From an optimization exercise on the open Yosys and OpenROAD flow, aimed at small area; shortcuts taken in it are not production practice. In this exercise RTL edits were held to simulation tests only and were not proved equivalent to the original.

== ember ==
Design Motor_Controller, start of the top module:
module Motor_Controller
#(
parameter
      CLK_FREQUENCY     = 8'd4,       
      PWM_PERIOD        = 16'd2016,   
      SPEED_CTRL_PERIOD = 16'd2       
)
(
    input in_rst_n,
    input in_clk,
    input in_module_en,
    input in_fwd_dir,
    input in_PID_passby,
    input in_phA,
    input in_phB,
    input [15:0] in_speed_set,
    output reg [15:0] out_cur_speed,
    input [15:0] in_kp_param,
    input [15:0] in_ki_param,
    input [15:0] in_pid_out_max,
    input [15:0] in_pid_out_min,
    input [31:0] in_pid_ui_limit,
    output reg out_reg_PWMdir,
    output out_w_PWM
);
Size: about 1900 cells after synthesis, ~140 I/O pins, about 17000 um2 of cells after synthesis.
export LEC_CHECK = 0
export CAP_MARGIN = 20
export CORE_MARGIN = 2
export CORE_UTILIZATION = 40
export CTS_BUF_LIST = sky130_fd_sc_hd__clkbuf_4 sky130_fd_sc_hd__clkbuf_8
export SLEW_MARGIN = 20
export SYNTH_HIERARCHICAL = 1
create_clock -name core_clock -period 10.0 [get_ports {in_clk}]
standard.sh (not shown) runs the stock make flow with config.mk's settings and CLKGATE_MAP_FILE= SYNTH_SCRIPT=/design/flow/synth_recipe.tcl, a recipe that flattens the netlist after the stock synthesis.
==> flow/flow/run.sh <==
#!/bin/bash
# Own layout flow:
#  1. the standard synthesis (standard.sh synth);
#  2. flow/remap.py maps the combinational logic again with an area-oriented
#     ABC script (flip-flops, full/half adders and their names are kept);
#  3. flow/polopt.py removes inverters around full adders and picks gate
#     polarity twins;
#  4. the standard layout of that netlist, with the smallest port buffer.
set -euo pipefail
W=$(pwd)
R=$W/orfs/results/$FLOW_PLATFORM/Motor_Controller/base
LIB=$FLOW_HOME/platforms/$FLOW_PLATFORM/lib/sky130_fd_sc_hd__tt_025C_1v80.lib
YS=$(command -v yosys || echo $FLOW_HOME/../tools/install/yosys/bin/yosys)
bash standard.sh synth > $W/synth.log 2>&1
cp $R/1_2_yosys.v $W/1_2_yosys.std.v
python3 $W/flow/remap.py $YS $LIB $W/1_2_yosys.std.v $W/1_2_yosys.remap.v > $W/remap.log 2>&1
python3 $W/flow/polopt.py $W/1_2_yosys.remap.v $R/1_2_yosys.v $LIB > $W/polopt.log 2>&1
rm -f $R/1_synth.odb
bash standard.sh 'BUFFER_PORTS_ARGS=-buffer_cell sky130_fd_sc_hd__buf_1' finish > $W/layout.log 2>&1
Other scripts of this flow, unchanged in this note and not shown: flow/flow/polopt.py, flow/flow/remap.py
For juniper, these inputs were changed with respect to ember:
diff --git a/flow/design.v b/flow/design.v
--- a/flow/design.v
+++ b/flow/design.v
@@ -110,19 +110,18 @@
     assign enext[i] = cbase[i] ^ bi ^ ec[i];
     assign ec[i+1] = (cbase[i] & bi) | (cbase[i] & ec[i]) | (bi & ec[i]);
 end endgenerate
 wire csat = enext[15] & ~(|enext[14:0]);
 wire csat_up = csat & ~dir;
 always @(posedge in_clk) begin
     cnter <= {enext[15] & ~csat_up, enext[14:1] | {14{csat_up}}, enext[0] | csat};
 end
 reg [31:0] ui;           
-reg incf;                
 reg [31:0] x;            
 reg lt3;                 
 reg [15:0] t16;          
 reg tovh, tovl;          
 wire [15:0] err = t16;
 wire [15:0] o5 = t16;
 wire sel7 = tovh;
 wire [16:0] rc;
 wire [15:0] err_d;
@@ -130,27 +129,29 @@
 generate for (i = 0; i < 16; i = i + 1) begin : g_err
     wire bi = ~cnter[i] | in_PID_passby;
     assign err_d[i] = in_speed_set[i] ^ bi ^ rc[i];
     assign rc[i+1] = (in_speed_set[i] & bi) | (in_speed_set[i] & rc[i]) | (bi & rc[i]);
 end endgenerate
 wire [15:0] ki_e = in_PID_passby ? 16'd0 : in_ki_param;
 wire [15:0] kp_e = in_PID_passby ? 16'd256 : in_kp_param;
 wire [15:0] max_e = in_PID_passby ? PWM_PERIOD : in_pid_out_max;
 wire [15:0] min_e = in_PID_passby ? (16'd0 - PWM_PERIOD) : in_pid_out_min;
-wire [15:0] m_a = st[0] ? ki_e : kp_e;
-wire [31:0] m_c = st[0] ? ui : 32'd0;
+wire [15:0] m_a = st[0] ? ki_e : (st[2] ? 16'd0 : kp_e);
 wire [31:0] prod;
-mac16 u_mac (.a(m_a), .b(err), .c(m_c), .ci(st[0] & incf), .s(prod));
+mac16 u_mac (.a(m_a), .b(err), .c(x), .ci(st[2] & lt3), .s(prod));
 wire [31:0] lim = in_pid_ui_limit;
 wire gt, lt;
 slt #(32) u_gt (.a(lim), .b(ui), .y(gt));
 sneg #(32) u_lt (.a(ui), .b(lim), .y(lt));
-wire [31:0] clamp = gt ? lim : (lt ? ~lim : ui);
+wire x_zero = st[0] ? st[1] : in_PID_passby;
+wire x_lim = gt & ~st[0];
+wire x_nlim = lt & ~gt & ~st[0];
+wire [31:0] x_d = x_zero ? 32'd0 : (x_lim ? lim : (x_nlim ? ~lim : ui));
 wire [16:0] oc;
 wire [15:0] o3;
 assign oc[0] = lt3 & (&x[7:0]);
 generate for (i = 0; i < 16; i = i + 1) begin : g_o3
     assign o3[i] = x[i+8] ^ t16[i] ^ oc[i];
     assign oc[i+1] = (x[i+8] & t16[i]) | (x[i+8] & oc[i]) | (t16[i] & oc[i]);
 end endgenerate
 wire c9, c3, t12, t13;
 slt #(16) u_c9 (.a(max_e), .b(t16), .y(c9));
@@ -165,36 +166,28 @@
 wire [15:0] mag;
 assign mc[0] = o6[15];
 generate for (i = 0; i < 16; i = i + 1) begin : g_mag
     wire v = o6[i] ^ o6[15];
     assign mag[i] = v ^ mc[i];
     assign mc[i+1] = v & mc[i];
 end endgenerate
 wire [15:0] thr16 = in_PID_passby ? mag : {mag[10:0], 5'd0};
 always @(posedge in_clk) begin
-    x <= in_PID_passby ? 32'd0 : clamp;
+    x <= x_d;
     lt3 <= ~in_PID_passby & ~gt & lt;
     if (~st[1]) t16 <= err_d;
     else if (~st[0]) t16 <= st[2] ? (t9 ? max_e : ((t3 | t13) ? min_e : o3)) : prod[23:8];
     tovh <= st[2] ? (t12 & ~cl) : (~prod[31] & (prod[30:23] != 8'h00));
     tovl <= prod[31] & (prod[30:23] != 8'hff);
 end
 always @(posedge in_clk) begin
-    if (!in_rst_n) begin
-        ui <= 32'd0;
-        incf <= 1'b0;
-    end else if (s_p2) begin
-        ui <= prod;
-        incf <= 1'b0;
-    end else if (s_p4 & ~cl) begin
-        ui <= x;
-        incf <= lt3;
-    end
+    if (!in_rst_n) ui <= 32'd0;
+    else if (s_p2 | (s_p4 & ~cl)) ui <= prod;
 end
 always @(posedge in_clk) begin
     if (!in_rst_n) begin
         out_cur_speed <= 16'd0;
         out_reg_PWMdir <= 1'b0;
         pwm_thres <= {CW{1'b0}};
         thres_big <= 1'b0;
     end else begin
         if (s_p1) out_cur_speed <= cnter;
--- outcome ---
juniper finished every step from synthesis to the final layout, and the layout passed the timing, DRC and antenna checks. In juniper, flip-flop and latch area is lower than in ember. Compared with ember, juniper shows a lower synthesized netlist net count. met3 routing resource usage after global routing in juniper is 1.4 points above ember. Post-detailed-route via-to-cell ratio (higher): ember. Clock buffer instance count of the final layout delta for juniper relative to ember: 1 higher. The via count reported for juniper is lower than the one for ember. Flip-flop and latch count went down slightly going from ember to juniper. Status: share of the clock period used by the worst path after layout parity (ember, juniper). Final core utilization: ember and juniper compared, lower one is ember. Relative to ember, clock network area share decreased by 0.34 points in juniper. Compared with ember, juniper ends up with less cell area.

* * *

Motor_Controller, a different RTL version from the one above (not shown whole).
Size: roughly 2200 cells after synthesis.
export LEC_CHECK = 0
export CAP_MARGIN = 20
export CORE_MARGIN = 2
export CORE_UTILIZATION = 40
export SLEW_MARGIN = 20
create_clock -name core_clock -period 10.0 [get_ports {in_clk}]
==> flow/flow/run.sh <==
#!/bin/bash
# Own layout flow: the standard synthesis, then a signal-polarity clean-up of
# the mapped netlist (flow/polopt.py: removes inverters around full adders and
# picks inverted/non-inverted gate twins), then the standard layout of that
# netlist, with the smallest buffer on the ports.
set -euo pipefail
W=$(pwd)
R=$W/orfs/results/$FLOW_PLATFORM/Motor_Controller/base
LIB=$FLOW_HOME/platforms/$FLOW_PLATFORM/lib/sky130_fd_sc_hd__tt_025C_1v80.lib
bash standard.sh synth > $W/synth.log 2>&1
cp $R/1_2_yosys.v $W/1_2_yosys.std.v
python3 $W/flow/polopt.py $W/1_2_yosys.std.v $R/1_2_yosys.v $LIB > $W/polopt.log 2>&1
rm -f $R/1_synth.odb
bash standard.sh 'BUFFER_PORTS_ARGS=-buffer_cell sky130_fd_sc_hd__buf_1' finish > $W/layout.log 2>&1
Other scripts of this flow, unchanged in this note and not shown: flow/flow/polopt.py
Change:
--- a/flow/design.v
+++ b/flow/design.v
@@ -108,25 +108,25 @@
     wire bi = (i == 0) ? cnt_en : (cnt_en & dir);
     assign enext[i] = cbase[i] ^ bi ^ ec[i];
     assign ec[i+1] = (cbase[i] & bi) | (cbase[i] & ec[i]) | (bi & ec[i]);
 end endgenerate
 wire csat = enext[15] & ~(|enext[14:0]);
 wire csat_up = csat & ~dir;
 always @(posedge in_clk) begin
     cnter <= {enext[15] & ~csat_up, enext[14:1] | {14{csat_up}}, enext[0] | csat};
 end
-reg [15:0] err;
 reg [31:0] ui;           
 reg [31:0] x;            
 reg [15:0] t16;          
 reg tovh, tovl;          
-reg [15:0] o5;           
-reg sel7;
+wire [15:0] err = t16;
+wire [15:0] o5 = t16;
+wire sel7 = tovh;
 wire [16:0] rc;
 wire [15:0] err_d;
 assign rc[0] = 1'b1;
 generate for (i = 0; i < 16; i = i + 1) begin : g_err
     wire bi = ~cnter[i] | in_PID_passby;
     assign err_d[i] = in_speed_set[i] ^ bi ^ rc[i];
     assign rc[i+1] = (in_speed_set[i] & bi) | (in_speed_set[i] & rc[i]) | (bi & rc[i]);
 end endgenerate
 wire [15:0] ki_e = in_PID_passby ? 16'd0 : in_ki_param;
@@ -163,25 +163,23 @@
 wire [16:0] mc;
 wire [15:0] mag;
 assign mc[0] = o6[15];
 generate for (i = 0; i < 16; i = i + 1) begin : g_mag
     wire v = o6[i] ^ o6[15];
     assign mag[i] = v ^ mc[i];
     assign mc[i+1] = v & mc[i];
 end endgenerate
 always @(posedge in_clk) begin
-    if (s_p1) err <= err_d;
     x <= in_PID_passby ? 32'd0 : clamp;
-    t16 <= prod[23:8];
-    tovh <= ~prod[31] & (prod[30:23] != 8'h00);
+    if (~st[1]) t16 <= err_d;
+    else if (~st[0]) t16 <= st[2] ? (t9 ? max_e : ((t3 | t13) ? min_e : o3)) : prod[23:8];
+    tovh <= st[2] ? (t12 & ~cl) : (~prod[31] & (prod[30:23] != 8'h00));
     tovl <= prod[31] & (prod[30:23] != 8'hff);
-    o5 <= t9 ? max_e : ((t3 | t13) ? min_e : o3);
-    sel7 <= t12 & ~cl;
 end
 always @(posedge in_clk) begin
     if (!in_rst_n) ui <= 32'd0;
     else if (s_p2) ui <= prod;
     else if (s_p4 & ~cl) ui <= x;
 end
 always @(posedge in_clk) begin
     if (!in_rst_n) begin
         out_cur_speed <= 16'd0;
=> The changed run completed with no timing, DRC or antenna violations. Cell count decreases by 1.8%. Hold slack improves by 3.5 ps. Final area is lower by about 2.8%. Wire length climbs by about 11%. Non-clock buffer count came out higher by 34. Core utilization rose by 0.68 points. Die area falls by 3.8%. Global-route usage rises by 3.4 points. Clock skew stays flat. Worst setup slack is worse by 100 ps. Register-to-register slack gets better by 200 ps. Fmax falls by about 1%. Count of clock-buffer cells in the layout stays the same.

-- what the ideal ports hide --
In the flow no input, the clock included, has a driving cell. The finished layouts below were timed again as built, in two steps. Step 1, drivers: a clkbuf_16 drives in_clk and a buf_2 each remaining input, both assumed. Step 2 adds t to the input delays and takes it off the output delays; t is the mean of the earliest and latest rising clock arrival at the registers after step 1. Input paths then give back, and output paths get back, about the clock's delay inside the block. Three values: ideal, step 1, step 2; two values: the first two.
run | t (ns) | slack for setup (ns) | hold WS [ns] | worst data-port slew with drivers (ns)
ember | 0.514 | 0.415 / 0.415 / 0.047 | 0.365 / 0.365 / 0.365 | 0.06
juniper | 0.569 | 0.414 / 0.443 / -0.125 | 0.367 / 0.367 / 0.367 | 0.08
the first run of note 2 | 0.524 | 0.611 / 0.646 / 0.122 | 0.366 / 0.366 / 0.366 | 0.08
the second run of note 2 | 0.508 | 0.511 / 0.536 / 0.028 | 0.370 / 0.370 / 0.370 | 0.08
With both steps, setup timing fails in juniper, where it was met with ideal ports. The setup slack of juniper, which loses most, moves by +0.029 ns with the drivers and by -0.539 ns with both steps.
